This is an optimization exercise on Yosys and OpenROAD, whose aim is small area, a short achievable clock period and few clock cycles, not a production implementation. In this exercise RTL edits were held to simulation tests only and were not proved equivalent to the original.

## flow/design.v (module list and top-level ports; edited modules follow where they fit)
// module MyDesign: 1969 lines
module MyDesign (
  input  wire        dut_run,
  output reg         dut_busy,
  input  wire        reset_b,
  input  wire        clk,
  output wire        input_sram_write_enable,
  output wire [11:0] input_sram_write_addresss,
  output wire [15:0] input_sram_write_data,
  output reg  [11:0] input_sram_read_address,
  input  wire [15:0] input_sram_read_data,
  output reg         output_sram_write_enable,
  output reg  [11:0] output_sram_write_addresss,
  output reg  [15:0] output_sram_write_data,
  output wire [11:0] output_sram_read_address,
  input  wire [15:0] output_sram_read_data,
  output wire        scratchpad_sram_write_enable,
  output wire [11:0] scratchpad_sram_write_addresss,
  output wire [15:0] scratchpad_sram_write_data,
  output wire [11:0] scratchpad_sram_read_address,
  input  wire [15:0] scratchpad_sram_read_data,
  output wire        weights_sram_write_enable,
  output wire [11:0] weights_sram_write_addresss,
  output wire [15:0] weights_sram_write_data,
  output wire [11:0] weights_sram_read_address,
  input  wire [15:0] weights_sram_read_data
);
  // ...
==> flow/run.sh <==
#!/bin/bash
# synth_recipe.tcl (not shown) runs the flow's synth.tcl, then flattens the netlist and writes it again
# the make line also repeats each setting of config.mk as NAME=value (left out here)
make -C /OpenROAD-flow-scripts/flow DESIGN_CONFIG=/design/flow/config.mk WORK_HOME=/design/flow/orfs CLKGATE_MAP_FILE= SYNTH_SCRIPT=/design/flow/synth_recipe.tcl finish
==> flow/config.mk <==
export PLATFORM = sky130hd
export DESIGN_NAME = MyDesign
export DESIGN_NICKNAME = MyDesign
export VERILOG_FILES = /design/flow/design.v
export SDC_FILE = /design/flow/constraint.sdc
export NUM_CORES = 4
export LEC_CHECK = 0
export CAP_MARGIN = 20
export CORE_MARGIN = 2
export CORE_UTILIZATION = 40
export CTS_CLUSTER_DIAMETER = 60
export CTS_CLUSTER_SIZE = 30
export PLACE_DENSITY = 0.6
export SETUP_SLACK_MARGIN = 4.9
export SLEW_MARGIN = 20
==> flow/constraint.sdc <==
create_clock -name core_clock -period 8.5 [get_ports {clk}]
set_input_delay 1.7000 -clock core_clock [delete_from_list [all_inputs] [get_ports {clk}]]
set_output_delay 1.7000 -clock core_clock [all_outputs]
set_load 0.01 [all_outputs]
==> impl_metrics.csv, run 1 <==
group,metric,value,unit
cts,cts_resized,39,
cts,postCtsSetupBuffers,50,
route,drt_iter0_drc,1396,
finish,ff_latch_area,0.0135,mm^2
finish,clk_share,3.92,%
yosys,synthMuxAreaShare,4.27,%
finish,final_cell_area,0.0384,mm^2
timing,hold_violations,0,
global_route,gr-usage-met3,2.14,%
die,dieArea,0.0878,mm^2
global_route,grt_max_degree,32,
status,status,"timing/DRC/antenna clean",
yosys,syn_area_per_cell,11.5,um^2
cts,numCtsBuffers,42,
timing,maxSlewHeadroom,28.6,%
finish,drive_gt1_share,15.4,%
finish,seq_cells,583,
route,avgViaCountPerCell,4.95,
route,vias,20861,
min_path,whs_path_depth,0,
timing,skew,0.0661,ns
finish,buffer_area_share,5.05,%
yosys,synth-compound-area-share,9.50,%
yosys,synthAdderAreaFrac,23.3,%
placed_design,dp_slack,4.43,ns
finish,reg_top3,"xs0 (24), xs1 (24), xs2 (24)",
finish,final_common_cell,"dfxtp_1",
worst_setup_path,crit_family,"adder cells",
yosys,synth_xor_area_share,10.0,%
worst_setup_path,critPathCaptureType,"flip-flop",
yosys,synthSimpleGateAreaFrac,4.95,%
placed_design,dpl.hpwl,63100,um
yosys,yosys_most_used_dff,"dfxtp_1",
global_route,use_met1,25.8,%
worst_setup_path,worst-path-buf-inv,1,
global_route,use_met2,31.5,%
Testbench counts, summed over its fixed seeds: cycles 100,730.
==> run 2: changes to the inputs <==
--- a/flow/design.v
+++ b/flow/design.v
@@ -38,29 +38,31 @@
   localparam [3:0] S_IDLE = 4'd0, S_R0S = 4'd1, S_BUB = 4'd2, S_MS = 4'd3,
                    S_P0 = 4'd4, S_P1 = 4'd5, S_P2 = 4'd6, S_P3 = 4'd7,
                    S_END = 4'd9;
   reg [3:0]  sl;           
   reg [11:0] colptr;       
   reg [11:0] sb;           
   reg [6:0]  nreg;         
   reg        endflag;      
+  reg        fm;           
   reg [6:0]  w3m1;         
   reg [4:0]  wd;           
   reg [4:0]  prd;          
   reg i_n, i_c, i_l;
   reg a_n;
   reg p0, p1, p2, p3, p4, p5, p6, p7;
   reg l0, l1, l2, l3, l4, l5, l6, l7;
   reg [2:0]  wcnt;
   reg        half, wlast;
   wire [5:0] wv = nreg[6:1];
   reg  lastcol;            
   reg  laststrip;          
   wire [15:0] din = input_sram_read_data;
+  wire empty = (sl == S_BUB) && endflag && fm;    
   reg  [1:0] xsel, ysel;    
   reg        cin;
   reg [11:0] xop, yop;
   always @(*) begin
     case (xsel)
       2'd0: xop = colptr;
       2'd1: xop = sb;
       default: xop = input_sram_read_address;
@@ -94,17 +96,18 @@
             dut_busy <= 1'b1;
           end
         end
         S_R0S: begin
           sl <= S_BUB;
           xsel <= 2'd1; ysel <= 2'd1; cin <= 1'b0;              
         end
         S_BUB: begin
-          if (endflag) sl <= S_END;
+          if (empty) begin sl <= S_IDLE; dut_busy <= 1'b0; end   
+          else if (endflag) sl <= S_END;
           else sl <= S_MS;
           xsel <= 2'd0; ysel <= 2'd2; cin <= 1'b0;              
         end
         S_MS: begin
           sl <= S_P0;
           xsel <= 2'd0; ysel <= 2'd0; cin <= 1'b1;              
         end
         S_P0: begin
@@ -142,18 +145,23 @@
   end
   always @(posedge clk) begin
     l0 <= i_l;
     case (sl)
       S_IDLE: begin
         input_sram_read_address <= dut_run ? 12'd1 : 12'd0;
         colptr <= 12'd1;
         sb <= 12'd1;
+        fm <= 1'b1;
       end
       S_R0S: ;
+      S_BUB: begin
+        input_sram_read_address <= empty ? 12'd0 : anext;
+        fm <= 1'b0;
+      end
       S_END: input_sram_read_address <= 12'd0;
       default: input_sram_read_address <= anext;
     endcase
     case (sl)
       S_BUB: begin
         colptr <= sb; wd <= wv - 6'd1; prd <= wv - 6'd2;
         lastcol <= 1'b0; laststrip <= (wv == 6'd2);
       end
@@ -200,17 +208,17 @@
       assign rl[3 * gi]     = wl[2 * gi] ^ l0;
       assign rl[3 * gi + 1] = (wl[2 * gi + 1] & ~wl[2 * gi] & ~l0) | (~wl[2 * gi + 1] & wl[2 * gi] & l0);
       assign rl[3 * gi + 2] = wl[2 * gi + 1];
     end
   endgenerate
   assign weights_sram_read_address = {9'd0, wcnt};
   always @(posedge clk) begin
     if (sl == S_IDLE) wcnt <= dut_run ? 3'd1 : 3'd0;
-    else if (sl == S_END) wcnt <= 3'd0;
+    else if (sl == S_END || empty) wcnt <= 3'd0;
     else if (wcnt != 3'd7) wcnt <= wcnt + 3'd1;
     if (sl != S_IDLE) begin
       case (wcnt)
         3'd1: begin k0 <= rh; k1 <= rl; end
         3'd2: begin k2 <= rh; k3 <= rl; end
         3'd3: begin k4 <= rh; k5 <= rl; end
         3'd4: begin k6 <= rh; k7 <= rl; end
         3'd5: begin k8 <= rh; end
--- a/flow/config.mk
+++ b/flow/config.mk
@@ -6,10 +6,10 @@
 export NUM_CORES = 4
 export LEC_CHECK = 0
 export CAP_MARGIN = 20
 export CORE_MARGIN = 2
 export CORE_UTILIZATION = 40
 export CTS_CLUSTER_DIAMETER = 60
 export CTS_CLUSTER_SIZE = 30
 export PLACE_DENSITY = 0.6
-export SETUP_SLACK_MARGIN = 4.9
+export SETUP_SLACK_MARGIN = 5.0
 export SLEW_MARGIN = 20
==> run 2 against run 1 <==
  * Synthesized cell count is 0.74% lower
  * Sequential share of layout area about the same
  * Worst hold slack worse by 0.0077 ns
  * Via count decreased by 1.0%
  * Count of clock-buffer cells in the layout fell by 4
  * Worst setup slack got worse by 0.012 ns
  * Core utilization hardly changed
  * Global-route usage increased by 0.21 points
  * Clock skew fell by 0.0088 ns
  * Register-to-register slack barely moved
  * Cell count fell by 1.1%
  * Design area hardly changed
==> impl_metrics.csv, run 2 <==
group,metric,value,unit
cts,numClockSinks,584,
worst_setup_path,reg2reg_slack,4.92,ns
timing,rsz0062_at_grt,"true",
yosys,yosysWarningCount,1,
route,vias,20648,
timing,setup_viol,0,
placed_design,dpl.hpwl,63700,um
status,status,"timing/DRC/antenna clean",
die,rows,107,
worst_setup_path,critPathCaptureType,"flip-flop",
finish,area_growth,12.4,%
min_path,worstHoldStart,"sr0[2]$_DFF_P_",
finish,fin_nets,3490,
cts,clockRootBuffer,"clkbuf_16",
timing,skew,0.0573,ns
global_route,grt_overflow,0,
cts,cts_max_level,2,
global_route,grt_pass1_vias,21265,
yosys,ys_seq_area_share,39.5,%
timing,worst_slew_pin_slew,1.09,ns
worst_setup_path,rr_worst_depth,9,
timing,fin_setup_tns,0,ns
timing,fmax,280,MHz
timing,slew_violations,0,
die,die_y,296,um
global_route,grt_pass1_wl,126000,um
yosys,syn_area_per_cell,11.6,um^2
min_path,min_to,"sr1[2]$_DFF_P_",
global_route,antenna_found_initial,3,
yosys,syn_area,0.0342,mm^2
worst_setup_path,cp.arrival,4.05,ns
route,drcViolationCount,0,
timing,fin_ws,4.92,ns
route,firstDrtPassIters,5,
timing,fin_crit,3.58,ns
yosys,synth.most_common_cell,"dfxtp_1",
route,wl_per_cell,19.8,um
route,drt_wl_total,82600,um
worst_setup_path,crit_fanout,4,
yosys,ys_ff_latch,584,
timing,maxSlewHeadroom,27.0,%
yosys,syn_inst,2956,
placed_design,dp_slack,4.54,ns
timing,finalCritPeriodShare,42.1,%
finish,reg_top3,"xs0 (24), xs1 (24), xs2 (24)",
worst_setup_path,r2r-start,"k3[3]$_DFFE_PP_",
worst_setup_path,start_kind,"flip-flop",
cts,clk_latency,0.64,ns
min_path,whs_path_depth,0,
finish,final_common_cell,"dfxtp_1",
route,ant_nets,0,
global_route,track_usage,18.9,%
yosys,synth_top_area_share,23.2,%
die,dieArea,0.0878,mm^2
finish,mostFrequentLayoutCells,"dfxtp_1 (357), inv_1 (311), fa_1 (280)",
placed_design,place_congestion,0.881,
timing,hold_violations,0,
die,core,0.0849,mm^2
yosys,yosys_most_used_dff,"dfxtp_1",
yosys,netlist_top_cells_area,"dfxtp_1 (23%), fa_1 (20%), edfxtp_1 (15%)",
die,start_util,40.2,%
cts,clockBufferDepth,3,
timing,hold-worst-slack,0.322,ns
min_path,hold_path_class,"flip-flop to flip-flop",
die,ios,232,
cts,cts_tree,"yes",
finish,fill_cells,7861,
finish,drive_gt1_share,16.4,%
route,drt_iter0_drc,1450,
worst_setup_path,critPathRequiredTime,8.97,ns
placed_design,numPortBuffers,77,
flow_run,max_cap_violations,0,
cts,clk_pin_slew,0.11,ns
cts,numCtsBuffers,41,
worst_setup_path,critical_path_class,"flip-flop to flip-flop",
worst_setup_path,r2r_end,"cs1_1[11]$_DFF_P_",
finish,final_util,45.2,%
global_route,grt_max_degree,32,
yosys,async_flop_share,3.08,%
yosys,synth_top_area_cell,"dfxtp_1",
route,avgViaCountPerCell,4.95,
yosys,synth_edf_count,170,
die,die_w,296,um
yosys,yosys-top-cells-count,"dfxtp_1 (396), fa_1 (342), inv_1 (318)",
yosys,synth_cell_types,68,
cts,ctsHoldBuffers,0,
[run 2: cell count changes after synthesis, sizes merged, moves of 5 or more]
cell / before / now
or3: 3 / 8
nand2: 98 / 104
nor3b: 8 / 2
nand3: 30 / 18
nor2: 65 / 58
o21ai: 111 / 96
clkbuf: 203 / 196
or2: 11 / 5
a41oi: 0 / 8
a21oi: 48 / 34
nor3: 8 / 14
a22o: 5 / 13
o211ai: 2 / 7
[run 2: worst max-delay path, cell delays in order, from the launching register on]
cell and delay, ns:
edfxtp_1 0.53, buf_6 0.17, o21ai_2 0.11, xor2_1 0.07
buf_4 0.17, fa_2 0.56, fa_2 0.46, fa_2 0.36
fa_1 0.55, fa_1 0.41
[run 2: what timing repair did]
item / in CTS / in global routing
endpoints found under the setup margin: 55 / 59
gates resized for setup: 99 / 130
buffers inserted: 70 / 36
pin swaps: 55 / 74
endpoints found under the hold margin: 0 / 0
[run 2: per-layer routing]
layer	wire [um]	global-route usage (%)	part of all wire [%]	vias up
met5	0	0	0	-
met1	35300	25.0	43	10328
met4	2580	5.67	3.1	0
met2	40200	32.1	49	579
li1	-	-	-	9587
met3	4440	2.86	5.4	154
[run 2: how the worst max path moves through the flow]
stage | start | endpoint | slack [ns]
5_1_grt | k3[3]$_DFFE_PP_ | cs1_1[10]$_DFF_P_ | 4.84
6_report | k3[3]$_DFFE_PP_ | cs1_1[11]$_DFF_P_ | 4.92
2_1_floorplan | k5[5]$_DFFE_PP_ | cs1_1[10]$_DFF_P_ | 5.00
3_3_place_gp | weights_sram_read_data[11] | k6[4]$_DFFE_PP_ | 4.57
3_5_place_dp | weights_sram_read_data[11] | k8[4]$_DFFE_PP_ | 4.54
4_1_cts | k3[1]$_DFFE_PP_ | cs1_1[6]$_DFF_P_ | 4.94
[run 2: cells by family after synthesis]
logic type | after synthesis | synth area share, %
adders and majority gates | 432 | 23.3
buffers and inverters | 644 | 8.45
DFF | 584 | 39.5
other | 1 | 0.0110
AOI/OAI and AO/OA | 474 | 9.72
xor gates and xnor gates | 389 | 9.97
and+or+nand+nor | 319 | 4.62
muxes | 113 | 4.43
[run 2: area by class of cell]
cell class | instances | area, um^2 | share of cell area [%]
inverter | 318 | 1190 | 3.11
clock buffer | 46 | 1040 | 2.72
timing repair buffer | 197 | 1720 | 4.47
clock inverter | 30 | 485 | 1.26
multi-input combinational | 1849 | 19000 | 49.5
tap | 1144 | 1430 | 3.73
antenna | 1 | 2.50 | 0.00652
sequential | 584 | 13500 | 35.2
[run 2: per-stage QoR]
stage	area, um^2	std cells
floorplan	34600	3077
global placement	35300	3986
detailed placement	35300	3986
CTS	37600	4132
global route	38400	4168
finish	38400	4169
Testbench counts of run 2, summed over its fixed seeds: cycles 100,730.
==> run 3: changes to the inputs <==
--- a/flow/config.mk
+++ b/flow/config.mk
@@ -12,4 +12,4 @@
 export CTS_CLUSTER_SIZE = 30
 export PLACE_DENSITY = 0.6
-export SETUP_SLACK_MARGIN = 5.0
+export SETUP_SLACK_MARGIN = 4.9
 export SLEW_MARGIN = 20
==> run 3 against run 2 <==
  * Still clean on timing, DRC and antenna
  * Maximum frequency fell by 1.1%
  * Non-clock buffer count grew 12
  * Global-route usage decreased by 0.16 points
  * Worst setup slack worse by 0.041 ns
  * Critical path depth decreased by 2
  * Register-to-register slack lost 0.04 ns
  * Count of clock-buffer cells in the layout decreased by 1
  * Synthesized area unchanged
  * Highest routed layer unchanged
==> impl_metrics.csv, run 3 <==
group,metric,value,unit
status,status,"timing/DRC/antenna clean",
yosys,ys_ff_latch,584,
cts,cts_tree,"yes",
die,die_w,296,um
worst_setup_path,critPathCaptureType,"flip-flop",
finish,area_growth,12.0,%
cts,clockBufferDepth,3,
cts,numCtsBuffers,42,
timing,rsz0062_at_grt,"true",
cts,clockRootBuffer,"clkbuf_16",
yosys,async_flop_share,3.08,%
yosys,syn_inst,2956,
die,rows,107,
yosys,synth_top_area_cell,"dfxtp_1",
worst_setup_path,cp.arrival,4.13,ns
yosys,synth_edf_count,170,
yosys,syn_area_per_cell,11.6,um^2
timing,fin_setup_tns,0,ns
yosys,synth_cell_types,68,
worst_setup_path,crit_fanout,3,
finish,fin_nets,3503,
die,start_util,40.2,%
timing,setup_viol,0,
cts,clk_latency,0.63,ns
worst_setup_path,crit_top_cell,"fa_1",
worst_setup_path,worst-path-buf-inv,0,
yosys,syn_area,0.0342,mm^2
route,wl_per_cell,19.7,um
worst_setup_path,crit_family,"adder cells",
worst_setup_path,crit_path_cell_trace,"o21ai_2 -> xor2_2 -> fa_1 -> fa_1 -> fa_1 -> fa_1 -> fa_2",
min_path,hold_path_class,"flip-flop to flip-flop",
timing,fin_crit,3.62,ns
route,ant_nets,0,
die,ios,232,
worst_setup_path,path_depth,7,
finish,mostFrequentLayoutCells,"dfxtp_1 (356), inv_1 (314), fa_1 (306)",
worst_setup_path,crit_path_max_incr_delay,0.58,ns
placed_design,numPortBuffers,77,
global_route,grt_max_degree,32,
timing,worst_slew_pin_slew,1.03,ns
placed_design,place_congestion,0.858,
timing,slew_violations,0,
route,firstDrtPassIters,5,
finish,final_common_cell,"dfxtp_1",
placed_design,dpl.hpwl,63400,um
route,drt_iter0_drc,1486,
timing,maxSlewHeadroom,30.9,%
timing,hold_violations,0,
yosys,yosys_most_used_dff,"dfxtp_1",
timing,skew,0.0575,ns
global_route,grt_overflow,0,
timing,finalCritPeriodShare,42.5,%
global_route,grt_pass1_vias,21073,
cts,clk_pin_slew,0.11,ns
timing,fmax,277,MHz
global_route,antenna_found_initial,2,
finish,diodes,0,
finish,reg_top3,"xs0 (24), xs1 (24), xs2 (24)",
cts,cts_max_level,2,
yosys,synth.most_common_cell,"dfxtp_1",
die,dieArea,0.0878,mm^2
cts,numClockSinks,584,
timing,hold-worst-slack,0.327,ns
yosys,synth_top_area_share,23.2,%
die,die_y,296,um
yosys,netlist_top_cells_area,"dfxtp_1 (23%), fa_1 (20%), edfxtp_1 (15%)",
route,drcViolationCount,0,
route,drt_wl_total,82400,um
finish,drive_gt1_share,15.1,%
flow_run,max_cap_violations,0,
worst_setup_path,critPathRequiredTime,9.02,ns
worst_setup_path,critical_path_class,"flip-flop to flip-flop",
global_route,grt_pass1_wl,125000,um
placed_design,placed_cell_area,0.0353,mm^2
yosys,yosys-top-cells-count,"dfxtp_1 (396), fa_1 (342), inv_1 (318)",
min_path,whs_path_depth,0,
worst_setup_path,rr_worst_depth,7,
yosys,ys_seq_area_share,39.5,%
yosys,yosysWarningCount,1,
finish,fill_cells,7897,
finish,final_cell_area,0.0383,mm^2
route,vias,20794,
worst_setup_path,start_kind,"flip-flop",
cts,ctsHoldBuffers,0,
die,core,0.0849,mm^2
route,avgViaCountPerCell,4.97,
global_route,track_usage,18.8,%
worst_setup_path,cp_slowest_cell,"fa_2",
-- run 3: path summary, 6_finish.rpt --
check | start | end | slack (ns)
max in group asynchronous | reset_b | p3$_DFF_PN0_ | 6.83
max | k3[1]$_DFFE_PP_ | cs1_1[9]$_DFF_P_ | 4.88
min reg2reg | sr3[10]$_DFF_P_ | sr4[10]$_DFF_P_ | 0.33
min in group asynchronous | reset_b | sl[2]$_DFFE_PN0P_ | 1.41
max reg2reg | k3[1]$_DFFE_PP_ | cs1_1[9]$_DFF_P_ | 4.88
min | sr3[10]$_DFF_P_ | sr4[10]$_DFF_P_ | 0.33
-- run 3: routing by layer --
metal	vias to the layer above	GRT usage (%)	part of all wire [%]
met1	10473	25.3	44
li1	9617	-	-
met3	127	2.00	4.8
met4	0	5.22	2.7
met2	577	32.0	49
met5	-	0	0
-- run 3: cell type report --
type / instances / area, um^2 / area share, %
Sequential cell: 584 / 13500 / 35.4
Timing Repair Buffer: 209 / 1810 / 4.74
Multi-Input combinational cell: 1849 / 18700 / 48.9
Clock inverter: 33 / 494 / 1.29
Clock buffer: 45 / 1060 / 2.78
Tap cell: 1144 / 1430 / 3.74
Inverter: 318 / 1190 / 3.12
-- run 3: through the flow --
step,instances,setup slack [ns],utilization [%]
global placement,3987,4.58,41.5
finish,4182,4.88,45.1
global route,4182,4.81,45.1
detailed placement,3987,4.55,41.5
floorplan,3077,4.97,-
CTS,4112,4.85,43.9
-- run 3: kinds of logic after synthesis --
family / Yosys count / synth area share, %
AOI/OAI and AO/OA: 474 / 9.72
xor gates and xnor gates: 389 / 9.97
adders and majority gates: 432 / 23.3
buffers and inverters: 644 / 8.45
DFF: 584 / 39.5
muxes: 113 / 4.43
other: 1 / 0.0110
and+or+nand+nor: 319 / 4.62
-- run 3: timing repair --
item | 4_1_cts | 5_1_grt
resized for setup | 37 | 133
pin swaps | 14 | 69
gates cloned | 0 | 0
buffers inserted | 47 | 70
endpoints found under the setup margin | 43 | 56
==> run 4: changes to the inputs <==
--- a/flow/config.mk
+++ b/flow/config.mk
@@ -8,8 +8,8 @@
 export CAP_MARGIN = 20
 export CORE_MARGIN = 2
-export CORE_UTILIZATION = 40
+export CORE_UTILIZATION = 50
 export CTS_CLUSTER_DIAMETER = 60
 export CTS_CLUSTER_SIZE = 30
-export PLACE_DENSITY = 0.6
+export PLACE_DENSITY = 0.7
 export SETUP_SLACK_MARGIN = 4.9
 export SLEW_MARGIN = 20
==> run 4 against run 3 <==
  * Still clean
  * Clock skew grew 0.0060 ns
  * Register-to-register slack lost 0.07 ns
  * Via count grew 3.0%
  * Critical path type unchanged
==> impl_metrics.csv, run 4 <==
group,metric,value,unit
placed_design,numPortBuffers,77,
cts,cts_tree,"yes",
worst_setup_path,start_kind,"flip-flop",
yosys,synth_top_area_share,23.2,%
die,ios,232,
global_route,track_usage,23.4,%
yosys,yosysWarningCount,1,
finish,reg_top3,"xs0 (24), xs1 (24), xs2 (24)",
yosys,syn_area_per_cell,11.6,um^2
die,die_y,265,um
yosys,synth_top_family_by_area,"adder cells",
global_route,gr-usage-met3,2.61,%
route,ant_nets,0,
worst_setup_path,critPathCaptureType,"flip-flop",
worst_setup_path,cp.arrival,4.21,ns
placed_design,place_congestion,0.916,
timing,fin_crit,3.68,ns
cts,clockBufferDepth,3,
cts,clk_pin_slew,0.11,ns
route,vias,21428,
finish,diodes,0,
flow_run,max_cap_violations,0,
timing,fin_ws,4.82,ns
yosys,syn_area,0.0342,mm^2
placed_design,dpl.hpwl,64200,um
global_route,grt_pass1_vias,22177,
route,avgViaCountPerCell,5.46,
timing,slew_violations,0,
yosys,yosys-top-cells-count,"dfxtp_1 (396), fa_1 (342), inv_1 (318)",
timing,worst_slew_pin_slew,1.04,ns
min_path,hold_path_class,"flip-flop to flip-flop",
die,rows,95,
finish,area_growth,11.4,%
cts,cts_max_level,2,
global_route,top_usage_layer,"met2",
timing,skew,0.0635,ns
cts,numClockSinks,584,
global_route,grt_overflow,0,
worst_setup_path,critical_path_class,"flip-flop to flip-flop",
cts,ctsHoldBuffers,0,
yosys,ys_ff_latch,584,
cts,clk_latency,0.63,ns
finish,multi_input_area,0.0188,mm^2
yosys,synth_cell_types,68,
finish,fin_nets,3522,
global_route,grt_pass1_wl,127000,um
timing,setup_viol,0,
finish,fill_cells,5439,
finish,final_common_cell,"dfxtp_1",
die,die_w,265,um
yosys,synth_edf_count,170,
yosys,synth-compound-area-share,9.72,%
timing,fmax,271,MHz
placed_design,dp_slack,4.63,ns
route,drt_iter0_drc,1741,
die,dieArea,0.0704,mm^2
yosys,netlist_top_cells_area,"dfxtp_1 (23%), fa_1 (20%), edfxtp_1 (15%)",
timing,fin_setup_tns,0,ns
route,drt_wl_total,83400,um
yosys,async_flop_share,3.08,%
die,core,0.0674,mm^2
timing,rsz0062_at_grt,"true",
yosys,synth_top_area_cell,"dfxtp_1",
yosys,synthAdderAreaFrac,23.3,%
yosys,synth.most_common_cell,"dfxtp_1",
yosys,syn_inst,2956,
timing,maxSlewHeadroom,30.7,%
route,wl_per_cell,21.2,um
global_route,use_met1,30.1,%
yosys,synthMuxAreaShare,4.43,%
yosys,yosys_most_used_dff,"dfxtp_1",
global_route,use_met2,41.1,%
route,firstDrtPassIters,5,
finish,mostFrequentLayoutCells,"dfxtp_1 (357), inv_1 (314), fa_1 (302)",
yosys,synthSimpleGateAreaFrac,4.62,%
yosys,synth_xor_area_share,9.97,%
timing,hold_violations,0,
finish,drive_gt1_share,15.8,%
worst_setup_path,crit_fanout,5,
cts,clockRootBuffer,"clkbuf_16",
cts,numCtsBuffers,39,
die,start_util,50.7,%
status,status,"timing/DRC/antenna clean",
global_route,grt_max_degree,32,
route,drcViolationCount,0,
global_route,antenna_found_initial,1,
timing,finalCritPeriodShare,43.3,%
finish,ff_latch_area,0.0135,mm^2
yosys,ys_seq_area_share,39.5,%
worst_setup_path,critPathRequiredTime,9.03,ns
## run 4: cell counts after synthesis
Identical to the previous run, type by type.
## run 4: routing by layer
metal  routed length (um)  part of all wire (%)
met1                34400                    41
met5                    0                     0
met4                 2860                   3.4
met2                41800                    50
met3                 4390                   5.3
## run 4: what timing repair did
action,in CTS,in global routing
setup endpoints to repair,47,55
pin swaps,15,61
setup buffers,72,69
gates resized for setup,51,133
## run 4: metrics by stage
stage	cells	area (um^2)	utilization (%)	hold slack [ns]
floorplan	3077	34600	-	0.310
global placement	3714	34900	51.8	0.311
detailed placement	3714	34900	51.8	0.312
CTS	3858	37100	55.0	0.330
global route	3927	38100	56.5	0.332
finish	3927	38100	56.5	0.330
## run 4: layout make-up
class	count	share of cell area (%)
Sequential cell	584	35.6
Clock inverter	30	1.30
Multi-Input combinational cell	1849	49.3
Clock buffer	42	2.65
Timing Repair Buffer	231	5.17
Tap cell	873	2.87
Inverter	318	3.14
## run 4: cells by family after synthesis
family,Yosys count
buffers and inverters,644
flip-flops,584
AO/OA/AOI/OAI,474
adder cells (fa/ha/maj),432
XOR/XNOR,389
AND/OR/NAND/NOR,319
multiplexers,113
other,1
## run 4: critical path, cell delays in order (launching register included)
cell      delay (ns)
edfxtp_1        0.52
buf_6           0.18
a22oi_1         0.24
xor2_1          0.23
fa_2            0.48
fa_2            0.39
fa_2            0.56
fa_2            0.45
fa_1            0.53
## run 4: final timing paths
path / cells after the start / startpoint / slack [ns] / endpoint
hold reg to reg: 0 / sr3[6]$_DFF_P_ / 0.33 / sr4[6]$_DFF_P_
min in group asynchronous: 1 / reset_b / 1.02 / sl[0]$_DFFE_PN0P_
setup reg to reg: 8 / k3[4]$_DFFE_PP_ / 4.82 / cs1_1[8]$_DFF_P_
hold / removal: 0 / sr3[6]$_DFF_P_ / 0.33 / sr4[6]$_DFF_P_
setup / recovery: 8 / k3[4]$_DFFE_PP_ / 4.82 / cs1_1[8]$_DFF_P_
max in group asynchronous: 1 / reset_b / 7.10 / output_sram_write_enable$_DFF_PN0_

[static timing again, ports no longer ideal]
No port has a modelled driver above. Below, the same layouts with a new extraction and two added sets of constraints. Step 1 (the two cells are an assumption about what drives the block):
set clk [get_ports {clk}]
set_driving_cell -lib_cell sky130_fd_sc_hd__clkbuf_16 $clk
set_driving_cell -lib_cell sky130_fd_sc_hd__buf_2 [delete_from_list [all_inputs] $clk]
Step 2, shift: input delay + t, output delay - t, t = (earliest + latest rising clock arrival at the registers) / 2. This alone moves slack from input paths to output paths. Slacks: no drivers / after step 1 / after step 2; pairs: no drivers / after step 1.
run	t, ns	setup slack, ns	worst register clock-pin slew, ns
run 1	0.681	4.937 / 4.899 / 4.358	0.11 / 0.11
run 2	0.676	4.925 / 4.925 / 4.423	0.11 / 0.11
run 3	0.661	4.884 / 4.884 / 4.529	0.11 / 0.11
run 4	0.656	4.817 / 4.817 / 4.597	0.11 / 0.11
After both steps every run listed still meets setup and hold. For run 1, which loses most, drivers alone change the setup slack by -0.038 ns; drivers and shift together by -0.579 ns.
